This is an optimization exercise on Yosys and OpenROAD, whose aim is small area and a short achievable clock period, not a production implementation.
In this exercise RTL edits were held to simulation tests only and were not proved equivalent to the original.
Power and IR drop assume default switching activity.

Design Dividor_Segmentado, start of the top module:
module Dividor_Segmentado #(
    parameter integer tamanyo = 32
) (
    input CLK, RSTa, Start,
    input logic [tamanyo-1:0] Num, Den,
    output logic Done,
    output logic [tamanyo-1:0] Coc, Res
);
    logic s0_v, s0_sn, s0_ci;
    logic [31:0] s0_dn, s0_qr;    
    logic [2:0] s0_p;    
    logic [1:0] s0_hz;    
    logic s1_v, s1_sn, s1_ci;
    logic [31:0] s1_dn, s1_qr;    
    logic [4:0] s1_p;    
    logic s2_v, s2_sn, s2_ci;
    logic [31:0] s2_dn, s2_qr;    
    logic [5:0] s2_p;    
    logic s3_v, s3_sn, s3_ci;
    logic [31:0] s3_dn, s3_qr;    
    logic [6:0] s3_p;    
    logic s4_v, s4_sn, s4_ci;
    logic [31:0] s4_dn, s4_qr;    
    logic [7:0] s4_p;    
    logic s5_v, s5_sn, s5_ci;
    logic [31:0] s5_dn, s5_qr;    
    logic [8:0] s5_p;    
    logic s6_v, s6_sn, s6_ci;
    logic [31:0] s6_dn, s6_qr;    
    logic [9:0] s6_p;    
    logic s7_v, s7_sn, s7_ci;
    logic [31:0] s7_dn, s7_qr;    
    logic [10:0] s7_p;    
    logic s8_v, s8_sn, s8_ci;
    logic [31:0] s8_dn, s8_qr;    
    logic [11:0] s8_p;    
    logic s9_v, s9_sn, s9_ci;
    logic [31:0] s9_dn, s9_qr;    
    logic [12:0] s9_p;    
    logic s10_v, s10_sn, s10_ci;
    logic [31:0] s10_dn, s10_qr;    
    logic [13:0] s10_p;    
    logic s11_v, s11_sn, s11_ci;
    logic [31:0] s11_dn, s11_qr;    
    logic [14:0] s11_p;    
    logic s12_v, s12_sn, s12_ci;
    logic [31:0] s12_dn, s12_qr;    
    logic [15:0] s12_p;    
    logic s13_v, s13_sn, s13_ci;
    logic [31:0] s13_dn, s13_qr;    
    logic [16:0] s13_p;    
    logic s14_v, s14_sn, s14_ci;
    logic [31:0] s14_dn, s14_qr;    
    logic [17:0] s14_p;    
  ...
Size in the first run: roughly 2600 flip-flops, about 90000 sq um of cells after synthesis.
export LEC_CHECK = 0
export ABC_AREA = 1
export CAP_MARGIN = 25
export CORE_MARGIN = 2
export CORE_UTILIZATION = 40
export CTS_CLUSTER_DIAMETER = 100
export CTS_CLUSTER_SIZE = 30
export SETUP_SLACK_MARGIN = 3.65
export SLEW_MARGIN = 25
export TNS_END_PERCENT = 0
create_clock -name core_clock -period 6.0 [get_ports {CLK}]
run.sh (not shown) runs the stock make flow with config.mk's settings and CLKGATE_MAP_FILE= SYNTH_SCRIPT=/design/flow/synth_recipe.tcl, a recipe that flattens the netlist after the stock synthesis.
The baseline completed without violations.
Next try:
Settings changed: CAP_MARGIN 25 to 30, PLACE_DENSITY set to 0.72, SETUP_SLACK_MARGIN 3.65 to 3.6, SLEW_MARGIN 25 to 30, TNS_END_PERCENT 0 to 5.
The changed run ran to the end with no violations; total power fell by 2.8%; sequential share of layout area rose by 0.52 points; clock skew barely changes; count of clock-buffer cells in the layout fell by 4; routed wire length fell by 9.7%; worst setup slack got worse by 0.10 ns; die area does not change; synthesized area stays the same; first-iteration DRC count fell by 17%.
Next try:
Settings changed: CORE_UTILIZATION 40 to 46, PLACE_DENSITY 0.72 to unset, SETUP_SLACK_MARGIN 3.6 to 3.65, TNS_END_PERCENT 5 to 0.
Sequential share of layout area stays flat; clock skew goes down by 0.010 ns; critical path depth goes up by 13; worst setup slack gains 0.063 ns.
Next try:
Settings changed: CORE_UTILIZATION 46 to 40, SETUP_SLACK_MARGIN 3.65 to 3.75.
Result: Synthesized area does not change; clock skew went up by 0.0070 ns; power goes up by 1.9%; sequential cell count does not change; routed wire length fell by 0.72%.
Next try:
Settings changed: CTS_CLUSTER_DIAMETER 100 to 80, CTS_CLUSTER_SIZE 30 to 25, SETUP_SLACK_MARGIN 3.75 to 3.65.
The new run completed with no timing, DRC or antenna violations.
Clock skew fell by 0.015 ns.
Maximum frequency shrinks by 1.0%.
Final cell count grows by 0.32%.
Total power went up by 2.8%.
Die area stays the same.
Clock-buffer cell count went up by 37.
Synthesized cell count is unchanged.
Synthesized area stays the same.
Sequential power stays flat.

static timing again, ports no longer ideal:
Ports are ideal in the flow. The routed layouts listed here were re-timed in OpenROAD.
Step 1 assumes that a clkbuf_16 drives the clock port and a buf_2 every other input.
Step 2 times the ports against the registers' clock, not the clock port: input delays grow and output delays shrink by t, the midpoint of the rising clock arrivals with the driver on.
Three values: ideal ports, drivers, drivers and shift; two values: the first two.
| run | shift t [ns] | slack for setup (ns) | slew at the worst register clock pin (ns) | worst slew at a driven data input, ns | cell pins on the clock port's net |
|---|---|---|---|---|---|
| the first run | 0.835 | 3.500 / 3.445 / 3.002 | 0.11 / 0.11 | 0.04 | 1 |
| the second run | 0.855 | 3.399 / 3.327 / 2.738 | 0.11 / 0.11 | 0.08 | 1 |
| the third run | 0.839 | 3.462 / 3.417 / 2.997 | 0.12 / 0.12 | 0.12 | 1 |
| the fourth run | 0.856 | 3.506 / 3.425 / 2.991 | 0.11 / 0.11 | 0.04 | 1 |
| the fifth run | 0.890 | 3.480 / 3.400 / 2.977 | 0.10 / 0.10 | 0.04 | 1 |
After both steps every run listed still meets setup and hold. For the second run, which loses most, drivers alone change the setup slack by -0.072 ns; drivers and shift together by -0.661 ns.
